Background: an optimization exercise with open tools, aiming at small area and a short achievable clock period. Do not read the settings as production practice.
Function was checked by simulation only, so behaviour that the tests miss may differ from the original.
Power and IR drop assume default switching activity.

--- flow/config.mk ---
export PLATFORM = sky130hd
export DESIGN_NAME = gelu_lut_module
export DESIGN_NICKNAME = gelu_lut_module
export VERILOG_FILES = /design/flow/design.v
export SDC_FILE = /design/flow/constraint.sdc
export NUM_CORES = 4
export LEC_CHECK = 0
export ABC_AREA = 1
export CAP_MARGIN = 70
export CORE_MARGIN = 2
export CORE_UTILIZATION = 40
export SETUP_SLACK_MARGIN = 2.7
export SLEW_MARGIN = 70
export TNS_END_PERCENT = 5
--- flow/constraint.sdc ---
create_clock -name core_clock -period 5.0 [get_ports {clk}]
set_input_delay 1.0000 -clock core_clock [delete_from_list [all_inputs] [get_ports {clk}]]
set_output_delay 1.0000 -clock core_clock [all_outputs]
set_load 0.01 [all_outputs]
--- flow/design.v ---
`timescale 1ns / 1ps
module gelu_lut_module (
    input                       clk,
    input                       rst_n,
    input                       in_valid,
    input      signed [15:0]    in_data,
    output reg                  out_valid,
    output     signed [10:0]    out_data
);
    reg         v1, s1;
    reg  [9:0]  m1;
    wire [5:0]  c;
    wire [9:0]  xa = in_data[9:0];
    wire [9:0]  lowor;
    genvar gi;
    generate for (gi = 0; gi < 10; gi = gi + 1) begin : g_or
        assign lowor[gi] = |xa[gi:0];
    end endgenerate
    wire [5:0]  pos_lo = s1 ? 6'd0 : m1[5:0];
    wire [4:0]  hi     = s1 ? 5'd0 : {1'b0, m1[9:6]};
    wire [6:0]  dlo    = {1'b0, pos_lo} - {1'b0, c};
    always @(posedge clk or negedge rst_n)
        if (!rst_n) begin v1 <= 1'b0; out_valid <= 1'b0; end
        else begin v1 <= in_valid; out_valid <= v1; end
    always @(posedge clk) begin
        s1 <= in_data[10];
        m1 <= xa ^ ({10{in_data[10]}} & {lowor[8:0], 1'b0});
    end
    reg  [5:0]  lo2;
    reg         b2;
    reg  [4:0]  hi2, hm2;
    always @(posedge clk) begin
        lo2 <= dlo[5:0];
        b2  <= dlo[6];
        hi2 <= hi;
        hm2 <= hi - 5'd1;
    end
    assign out_data = {b2 ? hm2 : hi2, lo2};
    gelu_c u_c (.a(m1), .y(c));
endmodule
module gelu_c (input [9:0] a, output [5:0] y);
  wire n17, n18, n19, n20, n21, n22, n23,
    n24, n25, n26, n27, n28, n29, n30, n31,
    n32, n33, n34, n35, n37, n38, n39, n40,
    n41, n42, n43, n44, n45, n46, n47, n48,
    n49, n51, n52, n53, n54, n55, n56, n57,
    n58, n59, n60, n61, n62, n63, n64, n65,
    n66, n67, n68, n69, n70, n71, n72, n73,
    n74, n75, n76, n77, n78, n79, n80, n81,
    n82, n83, n84, n85, n86, n87, n88, n89,
    n90, n91, n92, n93, n95, n96, n97, n98,
    n99, n100, n101, n102, n103, n104, n105,
    n106, n107, n108, n109, n110, n111, n112,
    n113, n114, n115, n116, n117, n118, n119,
    n120, n121, n122, n123, n124, n125, n126,
    n127, n128, n129, n130, n131, n132, n133,
    n134, n135, n137, n138, n139, n140, n141,
    n142, n143, n144, n145, n146, n147, n148,
    n149, n150, n151, n152, n153, n154, n155,
    n156, n157, n158, n159, n160, n161, n162,
    n163, n164, n165, n166, n167, n168, n169,
    n170, n171, n172, n173, n174, n175, n176,
    n177, n178, n179, n180, n181, n182, n183,
    n184, n185, n186, n187, n188, n189, n190,
    n191, n192, n193, n194, n195, n196, n197,
    n198, n199, n200, n201, n202, n203, n205,
    n206, n207, n208, n209, n210, n211, n212,
    n213, n214, n215, n216, n217, n218, n219,
    n220, n221, n222, n223, n224, n225, n226,
    n227, n228, n229, n230, n231, n232, n233,
    n234, n235, n236, n237, n238, n239, n240,
    n241, n242, n243, n244, n245, n246, n247,
    n248, n249, n250, n251, n252, n253, n254,
    n255, n256, n257, n258, n259, n260, n261,
    n262, n263, n264, n265, n266, n267, n268,
    n269, n270, n271, n272, n273, n274, n275,
    n276, n277, n278, n279, n280, n281, n282,
    n283, n284, n285, n286, n287, n288, n289,
    n290, n291, n292, n293, n294, n295, n296,
    n297, n298, n299, n300, n301;
  assign n17 = a[8] & a[7];
  assign n18 = ~a[8] & ~a[6];
  assign n19 = a[2] & a[1];
  assign n20 = ~a[3] & ~n19;
  assign n21 = a[4] & ~n20;
  assign n22 = ~a[8] & ~n21;
  assign n23 = a[1] & a[0];
  assign n24 = ~a[3] & ~n23;
  assign n25 = ~a[2] & n24;
  assign n26 = a[4] & ~n25;
  assign n27 = a[8] & n26;
  assign n28 = ~n22 & ~n27;
  assign n29 = ~a[5] & ~n28;
  assign n30 = a[8] & a[5];
  assign n31 = ~n29 & ~n30;
  assign n32 = a[6] & ~n31;
  assign n33 = ~n18 & ~n32;
  assign n34 = ~a[7] & ~n33;
  assign n35 = ~a[9] & ~n17;
  assign y[5] = ~n34 & n35;
  assign n37 = ~a[4] & n25;
  assign n38 = a[5] & ~n37;
  assign n39 = ~a[6] & ~n38;
  assign n40 = n34 & ~n39;
  assign n41 = ~a[3] & ~a[2];
  assign n42 = ~n24 & ~n41;
  assign n43 = a[4] & n42;
  assign n44 = a[8] & ~a[5];
  assign n45 = ~n43 & n44;
  assign n46 = a[6] & ~n45;
  assign n47 = a[7] & ~n18;
  assign n48 = ~n46 & n47;
  assign n49 = ~n40 & ~n48;
  assign y[4] = ~a[9] & ~n49;
  assign n51 = ~a[2] & ~a[1];
  assign n52 = ~a[0] & n51;
  assign n53 = a[3] & ~n52;
  assign n54 = a[4] & n53;
  assign n55 = a[5] & n54;
  assign n56 = ~a[7] & n18;
  assign n57 = ~n55 & n56;
  assign n58 = a[9] & ~n57;
  assign n59 = ~a[6] & ~n30;
  assign n60 = ~a[1] & ~a[0];
  assign n61 = a[2] & ~n60;
  assign n62 = ~a[3] & ~n61;
  assign n63 = ~a[4] & n62;
  assign n64 = ~a[8] & ~n63;
  assign n65 = ~a[5] & ~n64;
  assign n66 = ~a[3] & n51;
  assign n67 = a[8] & ~n66;
  assign n68 = a[4] & n67;
  assign n69 = ~a[4] & ~a[3];
  assign n70 = n52 & n69;
  assign n71 = ~n26 & ~n70;
  assign n72 = ~a[8] & ~n71;
  assign n73 = ~a[5] & ~n68;
  assign n74 = ~n72 & n73;
  assign n75 = n65 & ~n74;
  assign n76 = n59 & ~n75;
  assign n77 = ~n46 & ~n76;
  assign n78 = a[7] & ~n77;
  assign n79 = ~a[8] & ~a[4];
  assign n80 = a[3] & n61;
  assign n81 = ~a[4] & ~n80;
  assign n82 = a[8] & ~n81;
  assign n83 = ~n79 & ~n82;
  assign n84 = ~a[5] & ~n83;
  assign n85 = a[3] & ~n51;
  assign n86 = a[4] & n85;
  assign n87 = n38 & ~n86;
  assign n88 = n59 & ~n87;
  assign n89 = ~n84 & n88;
  assign n90 = ~n32 & ~n89;
  assign n91 = ~a[7] & ~n90;
  assign n92 = ~a[9] & ~n78;
  assign n93 = ~n91 & n92;
  assign y[3] = ~n58 & ~n93;
  assign n95 = n51 & n69;
  assign n96 = ~a[5] & n95;
  assign n97 = n57 & ~n96;
  assign n98 = a[9] & ~n97;
  assign n99 = ~a[4] & ~n42;
  assign n100 = n22 & ~n99;
  assign n101 = ~a[5] & ~n27;
  assign n102 = ~n100 & n101;
  assign n103 = ~a[8] & n69;
  assign n104 = ~n68 & ~n103;
  assign n105 = a[5] & ~n104;
  assign n106 = a[6] & ~n105;
  assign n107 = ~n102 & n106;
  assign n108 = ~a[5] & ~n82;
  assign n109 = n26 & ~n53;
  assign n110 = ~a[8] & a[3];
  assign n111 = ~n109 & n110;
  assign n112 = n108 & ~n111;
  assign n113 = a[3] & n19;
  assign n114 = ~a[4] & ~n113;
  assign n115 = ~n25 & n114;
  assign n116 = ~n86 & ~n115;
  assign n117 = ~a[8] & ~n116;
  assign n118 = ~n68 & ~n117;
  assign n119 = a[5] & ~n118;
  assign n120 = ~a[6] & ~n112;
  assign n121 = ~n119 & n120;
  assign n122 = ~a[7] & ~n107;
  assign n123 = ~n121 & n122;
  assign n124 = a[4] & n80;
  assign n125 = ~a[8] & ~n124;
  assign n126 = a[5] & ~n125;
  assign n127 = ~n27 & n126;
  assign n128 = ~n75 & ~n127;
  assign n129 = ~a[6] & ~n128;
  assign n130 = ~n30 & ~n65;
  assign n131 = n46 & ~n130;
  assign n132 = a[7] & ~n131;
  assign n133 = ~n129 & n132;
  assign n134 = ~a[9] & ~n123;
  assign n135 = ~n133 & n134;
  assign y[2] = n98 | n135;
  assign n137 = a[9] & ~a[7];
  assign n138 = a[6] & ~a[5];
  assign n139 = n125 & n138;
  assign n140 = a[5] & ~n54;
  assign n141 = ~a[2] & ~n23;
  assign n142 = a[3] & ~n141;
  assign n143 = a[4] & n142;
  assign n144 = ~a[8] & ~n95;
  assign n145 = ~n143 & n144;
  assign n146 = ~a[5] & ~n145;
  assign n147 = n59 & ~n140;
  assign n148 = ~n146 & n147;
  assign n149 = ~n139 & ~n148;
  assign n150 = n137 & ~n149;
  assign n151 = a[8] & n37;
  assign n152 = ~n20 & ~n113;
  assign n153 = ~n99 & n152;
  assign n154 = ~a[8] & ~n153;
  assign n155 = n101 & ~n154;
  assign n156 = a[5] & n104;
  assign n157 = ~n72 & n156;
  assign n158 = ~n155 & ~n157;
  assign n159 = ~n151 & ~n158;
  assign n160 = a[6] & ~n159;
  assign n161 = ~a[4] & a[2];
  assign n162 = a[4] & ~n62;
  assign n163 = ~n19 & n53;
  assign n164 = n162 & ~n163;
  assign n165 = ~n161 & ~n164;
  assign n166 = ~a[8] & ~n165;
  assign n167 = n108 & ~n166;
  assign n168 = a[4] & n66;
  assign n169 = ~a[0] & n66;
  assign n170 = ~a[4] & ~n169;
  assign n171 = a[8] & ~n168;
  assign n172 = ~n170 & n171;
  assign n173 = ~n41 & ~n85;
  assign n174 = a[4] & ~n173;
  assign n175 = ~a[3] & ~n141;
  assign n176 = ~n19 & ~n175;
  assign n177 = ~a[4] & ~n176;
  assign n178 = ~a[8] & ~n174;
  assign n179 = ~n177 & n178;
  assign n180 = a[5] & ~n172;
  assign n181 = ~n179 & n180;
  assign n182 = ~a[6] & ~n181;
  assign n183 = ~n167 & n182;
  assign n184 = ~a[7] & ~n183;
  assign n185 = ~n160 & n184;
  assign n186 = ~n74 & ~n127;
  assign n187 = a[8] & n95;
  assign n188 = ~n186 & ~n187;
  assign n189 = ~a[6] & ~n188;
  assign n190 = n64 & ~n162;
  assign n191 = a[3] & a[2];
  assign n192 = ~a[4] & ~n191;
  assign n193 = a[5] & ~n192;
  assign n194 = ~n190 & n193;
  assign n195 = ~n43 & ~n63;
  assign n196 = a[8] & ~n195;
  assign n197 = n65 & ~n196;
  assign n198 = a[6] & ~n194;
  assign n199 = ~n197 & n198;
  assign n200 = a[7] & ~n199;
  assign n201 = ~n189 & n200;
  assign n202 = ~a[9] & ~n185;
  assign n203 = ~n201 & n202;
  assign y[1] = n150 | n203;
  assign n205 = a[5] & n26;
  assign n206 = ~a[4] & ~n85;
  assign n207 = ~a[5] & ~n206;
  assign n208 = ~n124 & n207;
  assign n209 = ~n205 & ~n208;
  assign n210 = a[6] & ~n209;
  assign n211 = n140 & ~n206;
  assign n212 = ~n66 & n114;
  assign n213 = ~a[5] & ~n143;
  assign n214 = ~n212 & n213;
  assign n215 = ~n211 & ~n214;
  assign n216 = ~a[6] & ~n215;
  assign n217 = ~a[8] & n137;
  assign n218 = ~n210 & n217;
  assign n219 = ~n216 & n218;
  assign n220 = n81 & ~n175;
  assign n221 = a[5] & ~n109;
  assign n222 = ~n220 & n221;
  assign n223 = ~a[0] & n69;
  assign n224 = ~n19 & ~n51;
  assign n225 = ~n223 & ~n224;
  assign n226 = ~a[2] & n223;
  assign n227 = ~a[5] & ~n225;
  assign n228 = ~n226 & n227;
  assign n229 = ~a[8] & ~n228;
  assign n230 = ~n222 & n229;
  assign n231 = ~a[5] & ~n25;
  assign n232 = ~n142 & n231;
  assign n233 = ~n85 & ~n169;
  assign n234 = ~a[4] & ~n233;
  assign n235 = ~n143 & ~n168;
  assign n236 = ~n234 & n235;
  assign n237 = n87 & n236;
  assign n238 = a[8] & ~n232;
  assign n239 = ~n237 & n238;
  assign n240 = a[6] & ~n230;
  assign n241 = ~n239 & n240;
  assign n242 = ~n61 & n85;
  assign n243 = ~n60 & n174;
  assign n244 = ~n43 & ~n243;
  assign n245 = ~n242 & ~n244;
  assign n246 = ~n19 & ~n141;
  assign n247 = ~n60 & ~n246;
  assign n248 = ~a[3] & ~n247;
  assign n249 = a[3] & ~n246;
  assign n250 = ~a[4] & ~n249;
  assign n251 = ~n248 & n250;
  assign n252 = ~a[8] & ~n251;
  assign n253 = ~n245 & n252;
  assign n254 = a[8] & ~n236;
  assign n255 = ~n253 & ~n254;
  assign n256 = a[5] & ~n255;
  assign n257 = ~a[4] & ~a[1];
  assign n258 = ~a[2] & n53;
  assign n259 = a[2] & n60;
  assign n260 = n24 & ~n259;
  assign n261 = ~n113 & ~n260;
  assign n262 = ~n258 & n261;
  assign n263 = a[4] & ~n262;
  assign n264 = ~a[8] & ~n257;
  assign n265 = ~n263 & n264;
  assign n266 = n82 & n195;
  assign n267 = ~a[5] & ~n187;
  assign n268 = ~n266 & n267;
  assign n269 = ~n265 & n268;
  assign n270 = ~a[6] & ~n269;
  assign n271 = ~n256 & n270;
  assign n272 = ~a[7] & ~n241;
  assign n273 = ~n271 & n272;
  assign n274 = ~n62 & n114;
  assign n275 = ~n43 & ~n274;
  assign n276 = a[8] & ~n275;
  assign n277 = n65 & ~n276;
  assign n278 = ~n169 & n192;
  assign n279 = ~n43 & ~n278;
  assign n280 = a[8] & ~n279;
  assign n281 = ~n190 & ~n280;
  assign n282 = a[5] & ~n281;
  assign n283 = a[6] & ~n277;
  assign n284 = ~n282 & n283;
  assign n285 = n67 & ~n85;
  assign n286 = ~n53 & n170;
  assign n287 = ~a[8] & ~n26;
  assign n288 = ~n286 & n287;
  assign n289 = ~a[5] & ~n285;
  assign n290 = ~n288 & n289;
  assign n291 = n26 & ~n191;
  assign n292 = ~n66 & n206;
  assign n293 = ~n291 & ~n292;
  assign n294 = a[8] & ~n293;
  assign n295 = n126 & ~n294;
  assign n296 = ~a[6] & ~n290;
  assign n297 = ~n295 & n296;
  assign n298 = a[7] & ~n284;
  assign n299 = ~n297 & n298;
  assign n300 = ~a[9] & ~n299;
  assign n301 = ~n273 & n300;
  assign y[0] = n219 | n301;
endmodule
--- flow/flow/run.sh ---
#!/bin/bash
set -euo pipefail
args=()
while IFS= read -r line || [[ -n "$line" ]]; do
  [[ -z "$line" || "$line" == \#* ]] && continue
  args+=("$line")
done < flow/make_args.txt
bash standard.sh "${args[@]}" finish > run_make.log 2>&1
--- flow/flow/make_args.txt ---
ADDER_MAP_FILE=
BUFFER_PORTS_ARGS=-buffer_cell sky130_fd_sc_hd__buf_1
CTS_ARGS=-sink_clustering_enable -repair_clock_nets -dont_use_dummy_load
SKIP_GATE_CLONING=1
SKIP_BUFFER_REMOVAL=1
--- flow/standard.sh ---
#!/bin/bash
# synth_recipe.tcl (not shown) runs the flow's synth.tcl, then flattens the netlist and writes it again
# the make line also repeats each setting of config.mk as NAME=value (left out here)
make -C /OpenROAD-flow-scripts/flow DESIGN_CONFIG=/design/flow/config.mk WORK_HOME=/design/flow/orfs CLKGATE_MAP_FILE= SYNTH_SCRIPT=/design/flow/synth_recipe.tcl "${@:-finish}"
==> flow_summary.rst, run 1 <==
.. list-table::
   :header-rows: 1

   * - Metric
     - Value
   * - Yosys reg bits
     - 29
   * - Num ports
     - 31
   * - RSZ-0062 raised after global routing
     - yes
   * - Max-cap viol count
     - 0
   * - Count of buffers from port buffering
     - 25
   * - Worst rel slew slack
     - 75.5%
   * - Sum of overflow across all layers after global routing
     - 0
   * - Kind of path behind the tightest hold check
     - reg -> reg
   * - Least-Margin Pin Slew
     - 0.367 ns
   * - Setup TNS Final
     - 0 ns
   * - Area occupied by registers
     - 616 um2
   * - Placeable core region
     - 0.00561 mm2
   * - Min Clock Period, post-route
     - 2.19 ns
   * - Final WL
     - 6680 um
   * - Worst Setup Path Type
     - reg -> out
   * - DR vias/cell
     - 5.30
   * - Area growth, synth to finish
     - 17.0%
   * - Routability congestion estimate
     - 0.918
   * - Post-Syn Area
     - 0.00235 mm2
   * - Ratio of total power to cell area
     - 328 mW/mm2
   * - Category of the worst setup path capture point
     - output port
   * - Rows
     - 27
   * - Maximum fanout count along the critical path
     - 5
   * - Final Setup Violations
     - 0
   * - Type of origin of the critical path
     - register
   * - Pre-Repair DR Iteration Count
     - 5
   * - Number of cells on the worst hold path
     - 0
   * - Warnings, synthesis
     - 1
   * - Area of the multi-input gates
     - 0.00166 mm2
   * - Number of DRC markers after the initial detailed-route iteration
     - 228
   * - Average size of a mapped cell
     - 5.70 um2
   * - F_max
     - 456 MHz
   * - Origin of the worst min-delay path
     - v1
   * - Fill cells
     - 616
   * - Gr usage total
     - 21.8%
   * - Lkg Pwr
     - 1.36 nW
   * - Number of nets with antenna violations after routing
     - 0
   * - Pin count of the biggest net entering global routing
     - 24
   * - Worst-case vdd ir drop
     - 170 uV
   * - Vias in the first global route
     - 2423
   * - Remaining design rule violation count
     - 0
   * - TritonCTS clock tree
     - built
   * - Inserted Clock Buffers
     - 5
   * - Synthesized instance count
     - 413
   * - Setup clock skew after layout
     - 0.0166 ns
   * - Worst-case reg-to-reg path depth
     - 15
   * - Half-perimeter wire length after placement
     - 4800 um
   * - CTS Buffer Depth
     - 2
   * - Total Die Area
     - 0.00651 mm2
   * - Root Buffer
     - sky130_fd_sc_hd__clkbuf_8
   * - Total count of hold-check failures in the final report
     - 0
   * - Hold-critical path endpoint
     - out_valid
   * - Final Hold Slack
     - 0.364 ns
   * - Sequential area share after synthesis
     - 25.1%
   * - Overall die height
     - 80.7 um
   * - Yosys cell types
     - 30
   * - Antenna fix cells
     - 0
   * - Initial cell density of the core
     - 42.0%
   * - H-tree levels
     - 2
   * - Reg-to-reg critical path endpoint
     - lo2[4]
   * - Number of antenna violations at the first check in global routing
     - 0
   * - Wire length of the first global-routing pass
     - 11200 um
   * - Data arrival time of the critical path
     - 1.19 ns
   * - Clock insertion delay at the later pin of the skew report
     - 0.28 ns
   * - Post-route fraction of the period consumed by the critical path
     - 43.9%
   * - Clock sink total
     - 29
   * - Post-synth net total
     - 432
   * - Data required, critical path
     - 4.00 ns
   * - Post-layout nets
     - 458
   * - Internal reg-to-reg setup slack
     - 2.88 ns
   * - Share of layout cells above drive strength 1
     - 17.4%
   * - Source of the worst register-to-register timing path
     - m1[4]
   * - Die X
     - 80.7 um
   * - Routed length per placed instance
     - 13.1 um
   * - Status
     - finished clean
   * - Clock-pin slew on the worst setup and hold paths
     - 0.06 ns
   * - Number of pins exceeding their max-slew limit in the final report
     - 0
   * - Vias post-DR
     - 2698
-- worst max path at each step --
stage | startpoint | to | depth (start not counted)
after floorplan | in_data[1] | m1[9] | 7
after global placement | m1[8] | lo2[5] | 16
after detailed placement | m1[6] | b2 | 13
after CTS | m1[3] | b2 | 15
after global routing | m1[3] | lo2[4] | 20
final | b2 | out_data[8] | 2
-- synthesized netlist by cell type (all sizes together) --
master   instances  share of area, %
inv             37               5.9
xor2             5               1.9
dfxtp           27                23
nand4            6               1.6
clkinv           2              0.32
a21oi           13               2.8
a31oi            2              0.53
nor2            47               7.8
nor3             2              0.43
or2              1              0.27
o31ai            2              0.64
clkbuf           2              0.32
xnor2            7               2.6
nand2          159                26
dfrtp            2               2.1
o32ai            1              0.37
mux2             4               1.9
nand3b           5               1.6
buf             12               2.7
o2111ai          1              0.37
o211ai           2              0.64
o21ai           16               3.4
nand3           58                13
-- cell families (layout without fill, tap and decap cells) --
logic type	after synthesis	after routing	share of synthesized area (%)
AO/OA/AOI/OAI	37	37	8.72
XOR/XNOR	12	12	4.47
buffers and inverters	53	77	9.25
AND/OR/NAND/NOR	278	278	50.6
multiplexers	4	4	1.91
flip-flops	29	29	25.1
-- timing repair --
action,4_1_cts,5_1_grt
hold buffers,0,0
hold endpoints to repair,0,0
pin swaps,0,8
buffers inserted,0,8
gates resized for setup,4,50
endpoints found under the setup margin,4,6
-- metrics by stage --
| stage | worst slack (ns) | cells | util (%) | power (mW) | cell area, um2 |
|---|---|---|---|---|---|
| 2_1_floorplan | 2.90 | 413 | - | 0.600 | 2350 |
| 3_3_place_gp | 2.00 | 496 | 44.0 | 0.688 | 2470 |
| 3_5_place_dp | 2.60 | 496 | 44.1 | 0.690 | 2470 |
| 4_1_cts | 2.71 | 501 | 45.5 | 0.862 | 2550 |
| 5_1_grt | 2.67 | 509 | 49.1 | 0.986 | 2750 |
| 6_report | 2.81 | 509 | 49.1 | 0.903 | 2750 |
-- power breakdown --
group / leakage [nW] / total (mW) / internal (mW) / switching (mW)
Sequential: 0.253 / 0.316 / 0.274 / 0.0419
Combinational: 1.07 / 0.422 / 0.153 / 0.269
Clock: 0.0359 / 0.165 / 0.0890 / 0.0761
Total: 1.36 / 0.903 / 0.516 / 0.387
-- registers in the layout, indices dropped and copies added (netlist names) --
signal,count
b2,1
hi2,4
hm2,5
lo2,6
m1,10
out_valid,1
s1,1
v1,1
-- cell usage in the layout, fill, tap and decap left out, drive strengths merged, types with 4 or more instances in the layout --
| cell | instances |
|---|---|
| a21oi | 13 |
| buf | 32 |
| clkbuf | 6 |
| dfxtp | 27 |
| inv | 37 |
| mux2 | 4 |
| nand2 | 159 |
| nand3 | 58 |
| nand3b | 5 |
| nand4 | 6 |
| nor2 | 47 |
| o21ai | 16 |
| xnor2 | 7 |
| xor2 | 5 |
-- area by class of cell --
type                       count  area share, %
tap                           72           3.27
clock buffer                   5           2.50
multi-input combinational    331           60.4
timing repair buffer          33           5.50
sequential                    29           22.4
inverter                      39           6.00
-- worst max-delay path, cell delays in order, from the launching register on --
cell and delay (ns):
sky130_fd_sc_hd__dfxtp_1 0.43, sky130_fd_sc_hd__mux2_2 0.36, sky130_fd_sc_hd__buf_1 0.13
-- layer usage --
metal,vias up,routed length (um),GRT usage (%)
met1,1176,2940,30.0
li1,1381,-,-
met4,0,155,7.97
met5,-,0,0
met2,126,3060,33.7
met3,15,535,4.27
==> inputs of run 2 (changes only) <==
==> flow/flow/make_args.txt (replaced) <==
ADDER_MAP_FILE=
BUFFER_PORTS_ARGS=-buffer_cell sky130_fd_sc_hd__buf_1
CTS_ARGS=-sink_clustering_enable -repair_clock_nets -dont_use_dummy_load
SETUP_MOVE_SEQUENCE=sizeup,swap,buffer
==> run 2 against run 1 <==
Routed wire length grew 1.9%. Critical path type unchanged. Die area is the same. Global-route usage is the same. Cell area grew 4.9%. Core utilization grew 2.4 points. Synthesized cell count is the same. Combinational power grew 5.2%. First-iteration DRC count grew 50%. Clock power is essentially flat. Sequential power grew 3%.
==> flow_summary.rst, run 2 <==
.. list-table::
   :header-rows: 1

   * - Metric
     - Value
   * - Status
     - finished clean (unchanged)
   * - Most repeated cell in the gate-level netlist after synthesis
     - sky130_fd_sc_hd__nand2_1 (unchanged)
   * - Clock-pin slew on the worst setup and hold paths
     - 0.06 ns (about the same)
   * - Number of enable-type register cells in the synthesized netlist
     - 0 (unchanged)
   * - Pre-Repair DR Iteration Count
     - 6 (was 5)
   * - Area growth, synth to finish
     - 22.8% (was 17.0%)
   * - Dominant synthesized flop cell
     - sky130_fd_sc_hd__dfxtp_1 (unchanged)
   * - Ratio of total power to cell area
     - 323 mW/mm2 (was 328 mW/mm2)
   * - Half-perimeter wire length after placement
     - 4800 um (unchanged)
   * - Placeable core region
     - 0.00561 mm2 (unchanged)
   * - Share of layout cells above drive strength 1
     - 21.5% (was 17.4%)
   * - Most frequent standard cell in the layout excluding fill and tap cells
     - sky130_fd_sc_hd__nand2_1 (unchanged)
   * - Post-layout nets
     - 462 (was 458)
   * - Root Buffer
     - sky130_fd_sc_hd__clkbuf_8 (unchanged)
   * - Vias in the first global route
     - 2423 (unchanged)
   * - Max reg flops
     - 10 (unchanged)
   * - Worst rel slew slack
     - 74.8% (was 75.5%)
   * - TritonCTS clock tree
     - built (unchanged)
   * - Origin of the worst min-delay path
     - v1 (unchanged)
   * - Worst Setup Path Type
     - reg -> out (unchanged)
   * - Source of the worst register-to-register timing path
     - m1[4] (unchanged)
   * - Leading cell types by count after synthesis
     - sky130_fd_sc_hd__nand2_1 (154), sky130_fd_sc_hd__nand3_1 (55), sky130_fd_sc_hd__nor2_1 (46) (unchanged)
   * - Num ports
     - 31 (unchanged)
   * - Yosys cell types
     - 30 (unchanged)
   * - Rows
     - 27 (unchanged)
   * - Worst-case reg-to-reg path depth
     - 18 (was 15)
   * - Clock insertion delay at the later pin of the skew report
     - 0.28 ns (about the same)
   * - Routed length per placed instance
     - 13.3 um (was 13.1 um)
   * - F_max
     - 456 MHz (about the same)
   * - Post-synth net total
     - 432 (unchanged)
   * - Number of cells on the worst hold path
     - 0 (unchanged)
   * - Post-CTS Hold Fix Bufs
     - 0 (unchanged)
   * - Final WL
     - 6810 um (was 6680 um)
   * - Clock sink total
     - 29 (unchanged)
   * - Largest area contributor in the synthesized netlist
     - sky130_fd_sc_hd__nand2_1 (unchanged)
   * - Synthesized instance count
     - 413 (unchanged)
   * - Type of origin of the critical path
     - register (unchanged)
   * - Yosys reg bits
     - 29 (unchanged)
   * - Max-cap viol count
     - 0 (unchanged)
   * - Inserted Clock Buffers
     - 5 (unchanged)
   * - Least-Margin Pin Slew
     - 0.377 ns (was 0.367 ns)
   * - RSZ-0062 raised after global routing
     - yes (unchanged)
   * - Kind of path behind the tightest hold check
     - reg -> reg (unchanged)
   * - Final core area utilization
     - 51.5% (was 49.1%)
   * - Lkg Pwr
     - 1.42 nW (was 1.36 nW)
   * - Vias post-DR
     - 2730 (was 2698)
   * - DR vias/cell
     - 5.32 (was 5.30)
   * - Sum of overflow across all layers after global routing
     - 0 (unchanged)
   * - Fill cells
     - 599 (was 616)
   * - Total count of hold-check failures in the final report
     - 0 (unchanged)
   * - Most flops, register
     - m1 (unchanged)
   * - Post-Syn Area
     - 0.00235 mm2 (unchanged)
   * - Warnings, synthesis
     - 1 (unchanged)
   * - Area of the multi-input gates
     - 0.00175 mm2 (was 0.00166 mm2)
   * - Wire length of the first global-routing pass
     - 11200 um (unchanged)
   * - Number of pins exceeding their max-slew limit in the final report
     - 0 (unchanged)
   * - Internal reg-to-reg setup slack
     - 2.83 ns (was 2.88 ns)
   * - Fraction of synthesis flops using an asynchronous set or reset pin
     - 6.90% (unchanged)
   * - Min Clock Period, post-route
     - 2.19 ns (about the same)
   * - Pin count of the biggest net entering global routing
     - 24 (unchanged)
   * - Worst-case vdd ir drop
     - 172 uV (was 170 uV)
   * - Largest registers
     - m1 (10), lo2 (6), hm2 (5) (unchanged)
   * - Average size of a mapped cell
     - 5.70 um2 (unchanged)
   * - Top cell type's share of synthesized area
     - 24.6% (unchanged)
   * - Number of DRC markers after the initial detailed-route iteration
     - 342 (was 228)
   * - Die X
     - 80.7 um (unchanged)
   * - Final Setup Violations
     - 0 (unchanged)
   * - Top library cells by usage in the layout, fill and taps aside
     - sky130_fd_sc_hd__nand2_1 (130), sky130_fd_sc_hd__nand3_1 (44), sky130_fd_sc_hd__nor2_1 (41) (was sky130_fd_sc_hd__nand2_1 (139), sky130_fd_sc_hd__nand3_1 (50), sky130_fd_sc_hd__nor2_1 (39))
   * - Hold-critical path endpoint
     - out_valid (unchanged)
   * - Remaining design rule violation count
     - 0 (unchanged)
   * - Reg-to-reg critical path endpoint
     - lo2[4] (unchanged)
   * - Total Die Area
     - 0.00651 mm2 (unchanged)
   * - Antenna fix cells
     - 0 (unchanged)
   * - Count of buffers from port buffering
     - 25 (unchanged)
   * - Data required, critical path
     - 4.00 ns (about the same)
   * - Setup TNS Final
     - 0 ns (unchanged)
   * - Initial cell density of the core
     - 42.0% (unchanged)
   * - Sequential area share after synthesis
     - 25.1% (unchanged)
   * - Number of nets with antenna violations after routing
     - 0 (unchanged)
   * - Routability congestion estimate
     - 0.918 (unchanged)
   * - Data arrival time of the critical path
     - 1.19 ns (about the same)
   * - Number of antenna violations at the first check in global routing
     - 0 (unchanged)
   * - CTS Buffer Depth
     - 2 (unchanged)
   * - Overall die height
     - 80.7 um (unchanged)
   * - Cells taking the most area after synthesis
     - sky130_fd_sc_hd__nand2_1 (25%), sky130_fd_sc_hd__dfxtp_1 (23%), sky130_fd_sc_hd__nand3_1 (12%) (unchanged)
   * - Area occupied by registers
     - 616 um2 (unchanged)
   * - Category of the worst setup path capture point
     - output port (unchanged)
   * - Setup clock skew after layout
     - 0.0168 ns (was 0.0166 ns)
   * - Post-route fraction of the period consumed by the critical path
     - 43.9% (about the same)
   * - H-tree levels
     - 2 (unchanged)
   * - Maximum fanout count along the critical path
     - 5 (unchanged)
   * - Gr usage total
     - 21.8% (unchanged)
-- run 2: cell counts after synthesis --
Identical to the previous run, type by type.
-- run 2: kinds of logic after synthesis --
| logic type | share of synthesized area, % |
|---|---|
| xor+xnor | 4.47 |
| compound gates | 8.72 |
| buf+inv | 9.25 |
| mux | 1.91 |
| flops | 25.1 |
| simple gates | 50.6 |
-- run 2: worst max path at each step --
| stage | startpoint | depth (start not counted) | slack, ns | endpoint |
|---|---|---|---|---|
| 2_1_floorplan | in_data[1] | 7 | 2.90 | m1[9] |
| 3_3_place_gp | m1[8] | 16 | 2.00 | lo2[5] |
| 3_5_place_dp | m1[6] | 13 | 2.60 | b2 |
| 4_1_cts | m1[3] | 15 | 2.71 | b2 |
| 5_1_grt | m1[3] | 17 | 2.64 | lo2[4] |
| 6_report | b2 | 2 | 2.81 | out_data[8] |
-- run 2: layout make-up --
class / instances / area share (%)
multi-input combinational: 331 / 60.6
sequential: 29 / 21.3
timing repair buffer: 37 / 6.50
inverter: 39 / 6.06
tap: 72 / 3.12
clock buffer: 5 / 2.38
-- run 2: where the power goes --
group / internal (mW) / leakage, nW / total (mW) / switching, mW
combinational: 0.168 / 1.13 / 0.444 / 0.277
clock: 0.0890 / 0.0359 / 0.165 / 0.0759
sequential: 0.274 / 0.253 / 0.325 / 0.0509
-- run 2: worst max-delay path: stages (launching register included) --
cell	delay, ns
sky130_fd_sc_hd__dfxtp_1	0.43
sky130_fd_sc_hd__mux2_2	0.36
sky130_fd_sc_hd__buf_1	0.13
-- run 2: layer usage --
layer  vias to the layer above  global-route usage, %  routed length (um)
li1                       1384                      -                   -
met1                      1209                   30.0                3040
met2                       125                   33.7                3140
met3                        12                   4.27                 505
met4                         0                   7.97                 127
met5                         -                      0                   0
-- run 2: through the flow --
stage,setup WS [ns],area (um2),instances,hold slack (ns),power [mW]
floorplan,2.90,2350,413,0.331,0.600
global placement,2.00,2470,496,0.341,0.688
detailed placement,2.60,2470,496,0.340,0.690
CTS,2.71,2550,501,0.364,0.862
global route,2.64,2890,513,0.365,1.02
finish,2.81,2890,513,0.364,0.934
-- run 2: what timing repair did --
| action | CTS | global route |
|---|---|---|
| cloned | 0 | 0 |
| gates resized for setup | 4 | 77 |
| buffers inserted | 0 | 12 |
| pin swaps | 0 | 16 |
| endpoints found under the setup margin | 4 | 6 |
==> inputs of run 3 (changes only) <==
==> flow/flow/make_args.txt (replaced) <==
ADDER_MAP_FILE=
BUFFER_PORTS_ARGS=-buffer_cell sky130_fd_sc_hd__buf_1
CTS_ARGS=-sink_clustering_enable -repair_clock_nets -dont_use_dummy_load
--- a/flow/config.mk
+++ b/flow/config.mk
@@ -5,10 +5,8 @@
 export SDC_FILE = /design/flow/constraint.sdc
 export NUM_CORES = 4
 export LEC_CHECK = 0
-export ABC_AREA = 1
+export ABC_AREA = 0
 export CAP_MARGIN = 70
 export CORE_MARGIN = 2
 export CORE_UTILIZATION = 40
-export SETUP_SLACK_MARGIN = 2.7
 export SLEW_MARGIN = 70
-export TNS_END_PERCENT = 5
==> run 3 against run 2 <==
Worst hold slack worse by 0.012 ns. First-iteration DRC count is 24% higher. Non-clock buffer count is 8 higher. Critical path depth is 10 higher. Sequential power is 3% higher. Clock power is 7% higher. Critical path type is now reg -> reg.
==> flow_summary.rst, run 3 <==
.. list-table::
   :header-rows: 1

   * - Metric
     - Value
   * - Standard cell with the maximum stage delay on the critical path
     - sky130_fd_sc_hd__dfxtp_2 (was sky130_fd_sc_hd__dfxtp_1)
   * - Rows
     - 31 (was 27)
   * - Sequential area share after synthesis
     - 19.4% (was 25.1%)
   * - Largest area contributor in the synthesized netlist
     - sky130_fd_sc_hd__dfxtp_1 (was sky130_fd_sc_hd__nand2_1)
   * - Placeable core region
     - 0.00729 mm2 (was 0.00561 mm2)
   * - Leading cell types by count after synthesis
     - sky130_fd_sc_hd__o21ai_0 (30), sky130_fd_sc_hd__a21oi_1 (27), sky130_fd_sc_hd__dfxtp_1 (27) (was sky130_fd_sc_hd__nand2_1 (154), sky130_fd_sc_hd__nand3_1 (55), sky130_fd_sc_hd__nor2_1 (46))
   * - Data arrival time of the critical path
     - 3.79 ns (was 1.19 ns)
   * - Number of enable-type register cells in the synthesized netlist
     - 0 (unchanged)
   * - Number of nets with antenna violations after routing
     - 0 (unchanged)
   * - F_max
     - 277 MHz (was 456 MHz)
   * - Type of origin of the critical path
     - register (unchanged)
   * - Number of pins exceeding their max-slew limit in the final report
     - 0 (unchanged)
   * - Setup clock skew after layout
     - 0.0128 ns (was 0.0168 ns)
   * - Most flops, register
     - m1 (unchanged)
   * - Data required, critical path
     - 5.18 ns (was 4.00 ns)
   * - TritonCTS clock tree
     - built (unchanged)
   * - Buf+Inv Stages, Crit Path
     - 3 (was 1)
   * - Lkg Pwr
     - 1.12 nW (was 1.42 nW)
   * - Post-layout nets
     - 444 (was 462)
   * - Clock insertion delay at the later pin of the skew report
     - 0.29 ns (was 0.28 ns)
   * - Yosys reg bits
     - 29 (unchanged)
   * - Kind of cell with the highest combined delay on the critical path
     - compound AO/OA/AOI/OAI gates (was flip-flops)
   * - H-tree levels
     - 2 (unchanged)
   * - Crit path cell chain
     - buf_4 > buf_4 > nor2b_1 > o211a_1 > o311ai_1 > a311o_1 > a21boi_4 > inv_2 > o21a_1 > or3_4 > a311o_1 > nor4_2 (was mux2_2 > buf_1)
   * - Post-route fraction of the period consumed by the critical path
     - 72.2% (was 43.9%)
   * - Post-synth net total
     - 435 (was 432)
   * - Worst-case vdd ir drop
     - 151 uV (was 172 uV)
   * - Top cell type's share of synthesized area
     - 17.8% (was 24.6%)
   * - Worst rel slew slack
     - 70.6% (was 74.8%)
   * - Final core area utilization
     - 46.2% (was 51.5%)
   * - Yosys cell types
     - 80 (was 30)
   * - Category of the worst setup path capture point
     - register (was output port)
   * - Total of cells resized after clock tree synthesis
     - 0 (was 4)
   * - Cells taking the most area after synthesis
     - sky130_fd_sc_hd__dfxtp_1 (18%), sky130_fd_sc_hd__xnor2_1 (5.2%), sky130_fd_sc_hd__o21ai_0 (4.9%) (was sky130_fd_sc_hd__nand2_1 (25%), sky130_fd_sc_hd__dfxtp_1 (23%), sky130_fd_sc_hd__nand3_1 (12%))
   * - Kind of path behind the tightest hold check
     - reg -> reg (unchanged)
   * - Gr usage total
     - 23.3% (was 21.8%)
   * - Share of layout cells above drive strength 1
     - 15.4% (was 21.5%)
   * - Number of DRC markers after the initial detailed-route iteration
     - 424 (was 342)
   * - Antenna fix cells
     - 0 (unchanged)
   * - Initial cell density of the core
     - 41.7% (was 42.0%)
   * - Number of antenna violations at the first check in global routing
     - 0 (unchanged)
   * - Ratio of total power to cell area
     - 309 mW/mm2 (was 323 mW/mm2)
   * - Largest registers
     - m1 (10), lo2 (6), hm2 (5) (unchanged)
   * - Pre-Repair DR Iteration Count
     - 7 (was 6)
   * - Wire length of the first global-routing pass
     - 15800 um (was 11200 um)
   * - Final Setup Violations
     - 0 (unchanged)
   * - Post-CTS Hold Fix Bufs
     - 0 (unchanged)
   * - Least-Margin Pin Slew
     - 0.440 ns (was 0.377 ns)
   * - Count of buffers from port buffering
     - 25 (unchanged)
   * - Maximum fanout count along the critical path
     - 27 (was 5)
   * - Pin count of the biggest net entering global routing
     - 33 (was 24)
   * - Total Die Area
     - 0.00831 mm2 (was 0.00651 mm2)
   * - Die X
     - 91.2 um (was 80.7 um)
   * - Final WL
     - 9570 um (was 6810 um)
   * - Inserted Clock Buffers
     - 5 (unchanged)
   * - Vias in the first global route
     - 3135 (was 2423)
   * - Remaining design rule violation count
     - 0 (unchanged)
   * - Worst setup slack after placement
     - 1.28 ns (was 2.60 ns)
   * - Routed length per placed instance
     - 18.3 um (was 13.3 um)
   * - Sum of overflow across all layers after global routing
     - 0 (unchanged)
   * - Area growth, synth to finish
     - 10.7% (was 22.8%)
   * - Overall die height
     - 91.2 um (was 80.7 um)
   * - Average size of a mapped cell
     - 7.31 um2 (was 5.70 um2)
   * - Most frequent standard cell in the layout excluding fill and tap cells
     - sky130_fd_sc_hd__o21ai_0 (was sky130_fd_sc_hd__nand2_1)
   * - Routability congestion estimate
     - 0.970 (was 0.918)
   * - Worst Setup Path Type
     - reg -> reg (was reg -> out)
   * - Clock-pin slew on the worst setup and hold paths
     - 0.06 ns (about the same)
   * - Max reg flops
     - 10 (unchanged)
   * - Number of buffers inserted by post-CTS setup repair
     - 0 (unchanged)
   * - Most repeated cell in the gate-level netlist after synthesis
     - sky130_fd_sc_hd__o21ai_0 (was sky130_fd_sc_hd__nand2_1)
   * - Setup slack after layout
     - 1.39 ns (was 2.81 ns)
   * - Min Clock Period, post-route
     - 3.61 ns (was 2.19 ns)
   * - Warnings, synthesis
     - 1 (unchanged)
   * - DR vias/cell
     - 6.57 (was 5.32)
   * - Num ports
     - 31 (unchanged)
   * - Dominant synthesized flop cell
     - sky130_fd_sc_hd__dfxtp_1 (unchanged)
   * - RSZ-0062 raised after global routing
     - no (was yes)
   * - Total count of hold-check failures in the final report
     - 0 (unchanged)
   * - Post-Syn Area
     - 0.00304 mm2 (was 0.00235 mm2)
   * - Final Hold Slack
     - 0.352 ns (was 0.364 ns)
   * - Critical Path Max Stage Delay
     - 0.47 ns (was 0.43 ns)
   * - Clock sink total
     - 29 (unchanged)
   * - Setup TNS Final
     - 0 ns (unchanged)
   * - Root Buffer
     - sky130_fd_sc_hd__clkbuf_8 (unchanged)
   * - Synthesized instance count
     - 416 (was 413)
   * - Max-cap viol count
     - 0 (unchanged)
   * - Half-perimeter wire length after placement
     - 6590 um (was 4800 um)
   * - Fraction of synthesis flops using an asynchronous set or reset pin
     - 6.90% (unchanged)
   * - Top library cells by usage in the layout, fill and taps aside
     - sky130_fd_sc_hd__o21ai_0 (28), sky130_fd_sc_hd__a21oi_1 (27), sky130_fd_sc_hd__nor2_1 (25), sky130_fd_sc_hd__buf_1 (25), sky130_fd_sc_hd__nand2_1 (21) (was sky130_fd_sc_hd__nand2_1 (130), sky130_fd_sc_hd__nand3_1 (44), sky130_fd_sc_hd__nor2_1 (41))
   * - Vias post-DR
     - 3430 (was 2730)
   * - CTS Buffer Depth
     - 2 (unchanged)
   * - Status
     - finished clean (unchanged)
run 3: cell count changes after synthesis, sizes merged, moves of 17 or more:
| cell | before | now |
|---|---|---|
| o21ai | 16 | 33 |
| inv | 37 | 11 |
| buf | 12 | 31 |
| nand3 | 58 | 14 |
| nor2 | 47 | 26 |
| nor3 | 2 | 19 |
| nand2 | 159 | 21 |
run 3: cells by family (layout without fill, tap and decap cells):
| family | Yosys count | in the layout | share of synthesized area [%] |
|---|---|---|---|
| flops | 29 | 29 | 19.4 |
| simple gates | 145 | 145 | 26.0 |
| xor+xnor | 20 | 20 | 5.76 |
| mux | 4 | 4 | 1.48 |
| buf+inv | 56 | 63 | 8.60 |
| fa+ha+maj | 2 | 2 | 0.658 |
| compound gates | 160 | 160 | 38.1 |
run 3: per-stage QoR:
| step | std cells | area (um2) | power [mW] |
|---|---|---|---|
| after floorplan | 416 | 3040 | 0.702 |
| after global routing | 522 | 3370 | 1.11 |
| final | 522 | 3370 | 1.04 |
| after detailed placement | 517 | 3260 | 0.849 |
| after CTS | 522 | 3330 | 1.03 |
| after global placement | 514 | 3170 | 0.823 |
run 3: final cells by class:
type                    count  area (um2)
multi-input cells         331        2280
clock buffers               5        68.8
fillers                   775        3930
repair buffers             45         236
inverters                  13        48.8
flip-flops and latches     29         608
well taps                  99         124
run 3: worst register-to-register path, delay by kind of cell (launching register included):
family,cells,cell delay [ns]
AO/OA/AOI/OAI,6,1.60
flip-flops,1,0.47
AND/OR/NAND/NOR,3,0.78
buffers and inverters,3,0.65
run 3: final timing paths:
kind	startpoint	endpoint	slack (ns)	cells past startpoint
setup / recovery	m1[3]	lo2[3]	1.39	12
hold / removal	v1	out_valid	0.35	0
setup reg to reg	m1[3]	lo2[3]	1.39	12
hold reg to reg	v1	out_valid	0.35	0
max in group asynchronous	rst_n	out_valid	4.39	1
min in group asynchronous	rst_n	v1	0.49	1
run 3: power by group:
group | switching, mW | internal [mW] | total, mW
registers | 0.0578 | 0.276 | 0.334
logic | 0.312 | 0.217 | 0.529
clock network | 0.0877 | 0.0895 | 0.177
run 3: layer usage:
metal	global-route usage (%)	vias to the layer above	share of wire, %
li1	-	1599	-
met1	31.2	1595	43
met4	8.71	0	3.1
met3	5.39	39	8.7
met5	0	-	0
met2	36.3	197	46
==> inputs of run 4 (changes only) <==
--- a/flow/config.mk
+++ b/flow/config.mk
@@ -9,4 +9,6 @@
 export CAP_MARGIN = 70
 export CORE_MARGIN = 2
 export CORE_UTILIZATION = 40
+export SETUP_SLACK_MARGIN = 2.65
 export SLEW_MARGIN = 70
+export TNS_END_PERCENT = 5
==> run 4 against run 3 <==
Still clean on timing, DRC and antenna. First-iteration DRC count is 41% higher. Sequential share of layout area is 2.1 points lower. Critical endpoint unchanged. Clock-buffer cell count stayed put. Core utilization is 7.0 points higher. Cell count is 4.8% higher. Largest cell class unchanged.
==> flow_summary.rst, run 4 <==
.. list-table::
   :header-rows: 1

   * - Metric
     - Value
   * - Max reg flops
     - 10 (unchanged)
   * - Worst setup slack after placement
     - 1.31 ns (was 1.28 ns)
   * - Maximum fanout count along the critical path
     - 6 (was 27)
   * - Yosys cell types
     - 80 (unchanged)
   * - Lkg Pwr
     - 1.33 nW (was 1.12 nW)
   * - Most flops, register
     - m1 (unchanged)
   * - Initial cell density of the core
     - 41.7% (unchanged)
   * - Warnings, synthesis
     - 1 (unchanged)
   * - TritonCTS clock tree
     - built (unchanged)
   * - Max-cap viol count
     - 0 (unchanged)
   * - Origin of the worst min-delay path
     - v1 (unchanged)
   * - Kind of path behind the tightest hold check
     - reg -> reg (unchanged)
   * - Data required, critical path
     - 5.18 ns (about the same)
   * - H-tree levels
     - 2 (unchanged)
   * - Gr usage total
     - 25.2% (was 23.3%)
   * - Routability congestion estimate
     - 0.946 (was 0.970)
   * - Fill cells
     - 710 (was 775)
   * - Die X
     - 91.2 um (unchanged)
   * - Placeable core region
     - 0.00729 mm2 (unchanged)
   * - Largest registers
     - m1 (10), lo2 (6), hm2 (5) (unchanged)
   * - Total count of hold-check failures in the final report
     - 0 (unchanged)
   * - Min Clock Period, post-route
     - 3.16 ns (was 3.61 ns)
   * - Type of origin of the critical path
     - register (unchanged)
   * - Root Buffer
     - sky130_fd_sc_hd__clkbuf_8 (unchanged)
   * - Final Setup Violations
     - 0 (unchanged)
   * - Share of layout cells above drive strength 1
     - 27.2% (was 15.4%)
   * - Sequential area share after synthesis
     - 19.4% (unchanged)
   * - Pre-Repair DR Iteration Count
     - 7 (unchanged)
   * - Routed length per placed instance
     - 19.7 um (was 18.3 um)
   * - Vias in the first global route
     - 3372 (was 3135)
   * - Fraction of synthesis flops using an asynchronous set or reset pin
     - 6.90% (unchanged)
   * - Area growth, synth to finish
     - 27.5% (was 10.7%)
   * - Average size of a mapped cell
     - 7.31 um2 (unchanged)
   * - Post-route fraction of the period consumed by the critical path
     - 63.1% (was 72.2%)
   * - Worst rel slew slack
     - 71.5% (was 70.6%)
   * - Number of antenna violations at the first check in global routing
     - 0 (unchanged)
   * - Clock sink total
     - 29 (unchanged)
   * - Setup clock skew after layout
     - 0.00544 ns (was 0.0128 ns)
   * - RSZ-0062 raised after global routing
     - yes (was no)
   * - Cells taking the most area after synthesis
     - sky130_fd_sc_hd__dfxtp_1 (18%), sky130_fd_sc_hd__xnor2_1 (5.2%), sky130_fd_sc_hd__o21ai_0 (4.9%) (unchanged)
   * - CTS Buffer Depth
     - 2 (unchanged)
   * - Number of enable-type register cells in the synthesized netlist
     - 0 (unchanged)
   * - Top library cells by usage in the layout, fill and taps aside
     - sky130_fd_sc_hd__buf_4 (33), sky130_fd_sc_hd__a21oi_1 (27), sky130_fd_sc_hd__o21ai_0 (26) (was sky130_fd_sc_hd__o21ai_0 (28), sky130_fd_sc_hd__a21oi_1 (27), sky130_fd_sc_hd__nor2_1 (25), sky130_fd_sc_hd__buf_1 (25), sky130_fd_sc_hd__nand2_1 (21))
   * - Number of pins exceeding their max-slew limit in the final report
     - 0 (unchanged)
   * - CP startpoint
     - m1[0] (was m1[3])
   * - Rows
     - 31 (unchanged)
   * - Leading cell types by count after synthesis
     - sky130_fd_sc_hd__o21ai_0 (30), sky130_fd_sc_hd__a21oi_1 (27), sky130_fd_sc_hd__dfxtp_1 (27) (unchanged)
   * - Most frequent standard cell in the layout excluding fill and tap cells
     - sky130_fd_sc_hd__buf_4 (was sky130_fd_sc_hd__o21ai_0)
   * - Final WL
     - 10800 um (was 9570 um)
   * - Count of buffers from port buffering
     - 25 (unchanged)
   * - Antenna fix cells
     - 0 (unchanged)
   * - Yosys reg bits
     - 29 (unchanged)
   * - Post-Syn Area
     - 0.00304 mm2 (unchanged)
   * - Post-layout nets
     - 469 (was 444)
   * - Largest area contributor in the synthesized netlist
     - sky130_fd_sc_hd__dfxtp_1 (unchanged)
   * - Ratio of total power to cell area
     - 300 mW/mm2 (was 309 mW/mm2)
   * - Worst-case vdd ir drop
     - 187 uV (was 151 uV)
   * - F_max
     - 317 MHz (was 277 MHz)
   * - Synthesized instance count
     - 416 (unchanged)
   * - Half-perimeter wire length after placement
     - 6230 um (was 6590 um)
   * - Clock-pin slew on the worst setup and hold paths
     - 0.06 ns (about the same)
   * - Num ports
     - 31 (unchanged)
   * - Remaining design rule violation count
     - 0 (unchanged)
   * - Category of the worst setup path capture point
     - register (unchanged)
   * - Wire length of the first global-routing pass
     - 17000 um (was 15800 um)
   * - Pin count of the biggest net entering global routing
     - 42 (was 33)
   * - Sum of overflow across all layers after global routing
     - 0 (unchanged)
   * - Inserted Clock Buffers
     - 5 (unchanged)
   * - DR vias/cell
     - 6.68 (was 6.57)
   * - Setup slack after layout
     - 1.84 ns (was 1.39 ns)
   * - Internal reg-to-reg setup slack
     - 1.84 ns (was 1.39 ns)
   * - Dominant synthesized flop cell
     - sky130_fd_sc_hd__dfxtp_1 (unchanged)
   * - Total Die Area
     - 0.00831 mm2 (unchanged)
   * - Vias post-DR
     - 3656 (was 3430)
   * - Status
     - finished clean (unchanged)
   * - Source of the worst register-to-register timing path
     - m1[0] (was m1[3])
   * - Number of DRC markers after the initial detailed-route iteration
     - 598 (was 424)
   * - Clock insertion delay at the later pin of the skew report
     - 0.28 ns (was 0.29 ns)
   * - Most repeated cell in the gate-level netlist after synthesis
     - sky130_fd_sc_hd__o21ai_0 (unchanged)
   * - Overall die height
     - 91.2 um (unchanged)
   * - Top cell type's share of synthesized area
     - 17.8% (unchanged)
   * - Least-Margin Pin Slew
     - 0.427 ns (was 0.440 ns)
   * - Data arrival time of the critical path
     - 3.34 ns (was 3.79 ns)
   * - Setup TNS Final
     - 0 ns (unchanged)
   * - Number of nets with antenna violations after routing
     - 0 (unchanged)
   * - Post-synth net total
     - 435 (unchanged)
   * - Worst Setup Path Type
     - reg -> reg (unchanged)
[run 4: cell counts after synthesis]
Identical to the previous run, type by type.
[run 4: kinds of logic after synthesis]
family	after synthesis	share of synthesized area [%]
AO/OA/AOI/OAI	160	38.1
buffers and inverters	56	8.60
flip-flops	29	19.4
adder cells (fa/ha/maj)	2	0.658
XOR/XNOR	20	5.76
AND/OR/NAND/NOR	145	26.0
multiplexers	4	1.48
[run 4: worst paths after layout]
path,cells after the start,to
hold / removal,0,out_valid
setup / recovery,11,lo2[3]
setup reg to reg,11,lo2[3]
max in group asynchronous,1,out_valid
min in group asynchronous,1,v1
hold reg to reg,0,out_valid
[run 4: where the power goes]
part	leakage (nW)	switching, mW	internal, mW
combinational	1.04	0.373	0.292
sequential	0.253	0.0516	0.276
clock	0.0359	0.0819	0.0893
[run 4: final cells by class]
type | count | area, um2 | area share (%)
sequential | 29 | 619 | 16.0
tap | 99 | 124 | 3.20
multi-input combinational | 331 | 2480 | 64.1
clock buffer | 5 | 68.8 | 1.78
timing repair buffer | 70 | 523 | 13.5
inverter | 13 | 57.6 | 1.48
[run 4: repair_timing]
item	in CTS	in global routing
hold buffers	0	0
gates resized for setup	45	11
endpoints found under the setup margin	7	8
buffers inserted	23	6
pin swaps	19	5
gates cloned	2	0
endpoints found under the hold margin	0	0
[run 4: critical path, cell delays in order, from the launching register on]
cell                         delay, ns
sky130_fd_sc_hd__dfxtp_4          0.38
sky130_fd_sc_hd__buf_4            0.19
sky130_fd_sc_hd__clkinvlp_4       0.16
sky130_fd_sc_hd__maj3_1           0.37
sky130_fd_sc_hd__o2111ai_1        0.22
sky130_fd_sc_hd__a311o_1          0.22
sky130_fd_sc_hd__o221a_2          0.26
sky130_fd_sc_hd__o21a_4           0.19
sky130_fd_sc_hd__a21boi_2         0.11
sky130_fd_sc_hd__or3_4            0.41
sky130_fd_sc_hd__a311o_1          0.37
sky130_fd_sc_hd__nor4_2           0.18
[run 4: metrics by stage]
stage / std cells / power [mW] / hold WS [ns] / utilization [%] / instance area, um2
2_1_floorplan: 416 / 0.720 / 0.331 / - / 3110
3_3_place_gp: 507 / 0.823 / 0.338 / 43.3 / 3160
3_5_place_dp: 511 / 0.849 / 0.343 / 44.5 / 3240
4_1_cts: 541 / 1.12 / 0.355 / 51.4 / 3750
5_1_grt: 547 / 1.23 / 0.358 / 53.2 / 3880
6_report: 547 / 1.16 / 0.352 / 53.2 / 3880
[run 4: routing by layer]
metal  vias to the layer above  global-route usage (%)  wire (um)
met1                      1708                    32.4       4250
met2                       250                    40.5       5050
met5                         -                       0          0
li1                       1654                       -          -
met3                        44                    5.81       1120
met4                         0                    10.6        362
==> inputs of run 5 (changes only) <==
==> flow/flow/make_args.txt (replaced) <==
ADDER_MAP_FILE=
BUFFER_PORTS_ARGS=-buffer_cell sky130_fd_sc_hd__buf_1
CTS_ARGS=-sink_clustering_enable -repair_clock_nets -dont_use_dummy_load
SKIP_LAST_GASP=1
--- a/flow/config.mk
+++ b/flow/config.mk
@@ -5,7 +5,7 @@
 export SDC_FILE = /design/flow/constraint.sdc
 export NUM_CORES = 4
 export LEC_CHECK = 0
-export ABC_AREA = 0
+export ABC_AREA = 1
 export CAP_MARGIN = 70
 export CORE_MARGIN = 2
 export CORE_UTILIZATION = 40
==> run 5 against run 4 <==
Routed wire length decreased by 39%. Critical path type is now reg -> out. Clock-buffer cell count is the same. Non-clock buffer count fell by 42. Clock skew increased by 0.011 ns. Flip-flop and latch count stayed put. Highest routed layer unchanged. Largest power group unchanged.
==> flow_summary.rst, run 5 <==
.. list-table::
   :header-rows: 1

   * - Metric
     - Value
   * - Placeable core region
     - 0.00561 mm2 (was 0.00729 mm2)
   * - Maximum fanout count along the critical path
     - 5 (was 6)
   * - Sum of overflow across all layers after global routing
     - 0 (unchanged)
   * - Worst rel slew slack
     - 75.6% (was 71.5%)
   * - Antenna fix cells
     - 0 (unchanged)
   * - Yosys cell types
     - 30 (was 80)
   * - Fraction of synthesis flops using an asynchronous set or reset pin
     - 6.90% (unchanged)
   * - Final WL
     - 6640 um (was 10800 um)
   * - Most frequent standard cell in the layout excluding fill and tap cells
     - sky130_fd_sc_hd__nand2_1 (was sky130_fd_sc_hd__buf_4)
   * - Final Hold Slack
     - 0.364 ns (was 0.352 ns)
   * - Synthesized instance count
     - 413 (was 416)
   * - Gr usage total
     - 21.8% (was 25.2%)
   * - Switching share of power
     - 42.9% (was 43.5%)
   * - Die X
     - 80.7 um (was 91.2 um)
   * - Vias post-DR
     - 2650 (was 3656)
   * - Wire length of the first global-routing pass
     - 11200 um (was 17000 um)
   * - Setup TNS Final
     - 0 ns (unchanged)
   * - CTS Buffer Depth
     - 2 (unchanged)
   * - Post-route cell area
     - 0.00268 mm2 (was 0.00388 mm2)
   * - Cells taking the most area after synthesis
     - sky130_fd_sc_hd__nand2_1 (25%), sky130_fd_sc_hd__dfxtp_1 (23%), sky130_fd_sc_hd__nand3_1 (12%) (was sky130_fd_sc_hd__dfxtp_1 (18%), sky130_fd_sc_hd__xnor2_1 (5.2%), sky130_fd_sc_hd__o21ai_0 (4.9%))
   * - Number of pins exceeding their max-slew limit in the final report
     - 0 (unchanged)
   * - TritonCTS clock tree
     - built (unchanged)
   * - Final core area utilization
     - 47.8% (was 53.2%)
   * - Origin of the worst min-delay path
     - v1 (unchanged)
   * - Worst Setup Path Type
     - reg -> out (was reg -> reg)
   * - Worst setup slack after placement
     - 2.60 ns (was 1.31 ns)
   * - Final Instance Count excl. Fillers
     - 504 (was 547)
   * - Count of buffers from port buffering
     - 25 (unchanged)
   * - Clock-pin slew on the worst setup and hold paths
     - 0.06 ns (about the same)
   * - Top library cells by usage in the layout, fill and taps aside
     - sky130_fd_sc_hd__nand2_1 (144), sky130_fd_sc_hd__nand3_1 (52), sky130_fd_sc_hd__nor2_1 (41) (was sky130_fd_sc_hd__buf_4 (33), sky130_fd_sc_hd__a21oi_1 (27), sky130_fd_sc_hd__o21ai_0 (26))
   * - Overall die height
     - 80.7 um (was 91.2 um)
   * - Clock sink total
     - 29 (unchanged)
   * - Data arrival time of the critical path
     - 1.19 ns (was 3.34 ns)
   * - Switching power
     - 0.379 mW (was 0.507 mW)
   * - Average size of a mapped cell
     - 5.70 um2 (was 7.31 um2)
   * - Sequential share of power
     - 35.9% (was 28.1%)
   * - Reg-to-reg critical path endpoint
     - lo2[4] (was lo2[3])
   * - Lkg Pwr
     - 1.33 nW (about the same)
   * - Tot Pwr
     - 0.884 mW (was 1.16 mW)
   * - Routability congestion estimate
     - 0.918 (was 0.946)
   * - Number of enable-type register cells in the synthesized netlist
     - 0 (unchanged)
   * - Vias in the first global route
     - 2423 (was 3372)
   * - Met2 demand-to-capacity share in global routing
     - 33.7% (was 40.5%)
   * - Remaining design rule violation count
     - 0 (unchanged)
   * - Most repeated cell in the gate-level netlist after synthesis
     - sky130_fd_sc_hd__nand2_1 (was sky130_fd_sc_hd__o21ai_0)
   * - Root Buffer
     - sky130_fd_sc_hd__clkbuf_8 (unchanged)
   * - RSZ-0062 raised after global routing
     - yes (unchanged)
   * - Sequential area share after synthesis
     - 25.1% (was 19.4%)
   * - Source of the worst register-to-register timing path
     - m1[2] (was m1[0])
   * - Final Setup Violations
     - 0 (unchanged)
   * - Min Clock Period, post-route
     - 2.19 ns (was 3.16 ns)
   * - Standard cell with the maximum stage delay on the critical path
     - sky130_fd_sc_hd__dfxtp_1 (was sky130_fd_sc_hd__or3_4)
   * - Pre-Repair DR Iteration Count
     - 5 (was 7)
   * - Largest registers
     - m1 (10), lo2 (6), hm2 (5) (unchanged)
   * - Most used routing layer in global routing
     - met2 (unchanged)
   * - Half-perimeter wire length after placement
     - 4800 um (was 6230 um)
   * - Number of nets with antenna violations after routing
     - 0 (unchanged)
   * - Max reg flops
     - 10 (unchanged)
   * - Routed length per placed instance
     - 13.2 um (was 19.7 um)
   * - Setup slack after layout
     - 2.81 ns (was 1.84 ns)
   * - Yosys reg bits
     - 29 (unchanged)
   * - Category of the worst setup path capture point
     - output port (was register)
   * - Worst-case reg-to-reg path depth
     - 17 (was 11)
   * - Max-cap viol count
     - 0 (unchanged)
   * - Warnings, synthesis
     - 1 (unchanged)
   * - Data required, critical path
     - 4.00 ns (was 5.18 ns)
   * - Number of DRC markers after the initial detailed-route iteration
     - 289 (was 598)
   * - Status
     - finished clean (unchanged)
   * - Pin count of the biggest net entering global routing
     - 24 (was 42)
   * - Post-Syn Area
     - 0.00235 mm2 (was 0.00304 mm2)
   * - Critical Path Max Stage Delay
     - 0.43 ns (was 0.41 ns)
   * - Total Die Area
     - 0.00651 mm2 (was 0.00831 mm2)
   * - Clock insertion delay at the later pin of the skew report
     - 0.27 ns (was 0.28 ns)
   * - Met3 usage
     - 4.27% (was 5.81%)
   * - Least-Margin Pin Slew
     - 0.366 ns (was 0.427 ns)
   * - Num ports
     - 31 (unchanged)
   * - Post-route fraction of the period consumed by the critical path
     - 43.8% (was 63.1%)
   * - GR Layer Usage met1
     - 30.0% (was 32.4%)
   * - Kind of path behind the tightest hold check
     - reg -> reg (unchanged)
   * - Setup clock skew after layout
     - 0.0167 ns (was 0.00544 ns)
   * - Hold-critical path endpoint
     - out_valid (unchanged)
   * - Inserted Clock Buffers
     - 5 (unchanged)
   * - Number of antenna violations at the first check in global routing
     - 0 (unchanged)
   * - Dominant synthesized flop cell
     - sky130_fd_sc_hd__dfxtp_1 (unchanged)
   * - Largest area contributor in the synthesized netlist
     - sky130_fd_sc_hd__nand2_1 (was sky130_fd_sc_hd__dfxtp_1)
   * - F_max
     - 456 MHz (was 317 MHz)
   * - Total placed instance area
     - 0.00247 mm2 (was 0.00324 mm2)
   * - Post-layout nets
     - 453 (was 469)
   * - Area growth, synth to finish
     - 13.8% (was 27.5%)
   * - Worst-case vdd ir drop
     - 171 uV (was 187 uV)
   * - Share of layout cells above drive strength 1
     - 13.4% (was 27.2%)
   * - Number of cells on the worst hold path
     - 0 (unchanged)
   * - Internal reg-to-reg setup slack
     - 2.87 ns (was 1.84 ns)
   * - Total count of hold-check failures in the final report
     - 0 (unchanged)
   * - Rows
     - 27 (was 31)
   * - Type of origin of the critical path
     - register (unchanged)
   * - Post-synth net total
     - 432 (was 435)
   * - Top cell type's share of synthesized area
     - 24.6% (was 17.8%)
   * - Leading cell types by count after synthesis
     - sky130_fd_sc_hd__nand2_1 (154), sky130_fd_sc_hd__nand3_1 (55), sky130_fd_sc_hd__nor2_1 (46) (was sky130_fd_sc_hd__o21ai_0 (30), sky130_fd_sc_hd__a21oi_1 (27), sky130_fd_sc_hd__dfxtp_1 (27))
   * - Ratio of total power to cell area
     - 330 mW/mm2 (was 300 mW/mm2)
   * - DR vias/cell
     - 5.26 (was 6.68)
   * - Placed Instances
     - 496 (was 511)
   * - Internal Pwr Total
     - 0.505 mW (was 0.657 mW)
   * - H-tree levels
     - 2 (unchanged)
   * - Share of power burned in the clock network
     - 18.6% (was 14.7%)
   * - Relative contribution of combinational cells to total power
     - 45.5% (was 57.2%)
   * - Most flops, register
     - m1 (unchanged)
   * - Crit path cell chain
     - mux2_2 > buf_1 (was buf_4 > clkinvlp_4 > maj3_1 > o2111ai_1 > a311o_1 > o221a_2 > o21a_4 > a21boi_2 > or3_4 > a311o_1 > nor4_2)
   * - Initial cell density of the core
     - 42.0% (was 41.7%)
-- run 5: power groups by stage --
| stage | clock network, mW | registers, mW | logic, mW |
|---|---|---|---|
| 2_1_floorplan | 0 | 0.304 | 0.297 |
| 3_3_place_gp | 0 | 0.320 | 0.368 |
| 3_5_place_dp | 0 | 0.321 | 0.369 |
| 4_1_cts | 0.173 | 0.317 | 0.372 |
| 5_1_grt | 0.185 | 0.324 | 0.458 |
| 6_report | 0.164 | 0.317 | 0.403 |
-- run 5: worst max path at each step --
stage	slack, ns	depth (start not counted)	from	endpoint
detailed placement	2.60	13	m1[6]	b2
global placement	2.00	16	m1[8]	lo2[5]
floorplan	2.90	7	in_data[1]	m1[9]
finish	2.81	2	b2	out_data[8]
global route	2.61	20	m1[3]	lo2[4]
CTS	2.71	15	m1[3]	b2
-- run 5: repair_timing --
item                                    4_1_cts  5_1_grt
pin swaps                                     0        1
hold buffers                                  0        0
buffers inserted                              0        3
cloned                                        0        0
gates resized for setup                       4       36
endpoints found under the setup margin        3        5
-- run 5: kinds of logic after synthesis --
group / Yosys count / synth area share [%]
AO/OA/AOI/OAI: 37 / 8.72
AND/OR/NAND/NOR: 278 / 50.6
XOR/XNOR: 12 / 4.47
buffers and inverters: 53 / 9.25
multiplexers: 4 / 1.91
flip-flops: 29 / 25.1
-- run 5: cell type report --
cell class	instances	area [um2]
clock buffer	5	68.8
fill	624	2930
multi-input combinational	331	1620
sequential	29	616
tap	72	90.1
inverter	39	165
timing repair buffer	28	116
-- run 5: worst max-delay path, delay by kind of cell (launching register included) --
family / cells / cell delay [ns]
buffers and inverters: 1 / 0.13
DFF: 1 / 0.43
muxes: 1 / 0.36
-- run 5: per-layer routing --
layer,vias to the layer above,part of all wire (%)
met2,118,45
met3,13,7.9
met5,-,0
met4,0,2.1
li1,1365,-
met1,1154,45

## port drivers added, routing unchanged
The flow's constraints put no driver on any port. The routed layouts listed below were extracted and timed again, unchanged, in two steps.
Step 1 assumes that a clkbuf_16 drives the clock port and a buf_2 every other input.
Step 2 adds t to the input delays and takes it off the output delays; t is the mean of the earliest and latest rising clock arrival at the registers after step 1. Input paths then give back, and output paths get back, about the clock's delay inside the block.
Slacks: ideal ports / drivers / drivers and shift; pairs: ideal ports / drivers.
| run | t (ns) | setup slack, ns | worst slew at a driven data input, ns |
|---|---|---|---|
| run 1 | 0.295 | 2.806 / 2.779 / 2.627 | 0.03 |
| run 2 | 0.295 | 2.806 / 2.778 / 2.626 | 0.03 |
| run 3 | 0.316 | 1.392 / 1.392 / 1.392 | 0.03 |
| run 4 | 0.310 | 1.843 / 1.843 / 1.843 | 0.03 |
| run 5 | 0.293 | 2.809 / 2.781 / 2.627 | 0.03 |
After both steps every run listed still meets setup and hold. The setup slack of run 5, which loses most, moves by -0.028 ns with the drivers and by -0.182 ns with both steps.
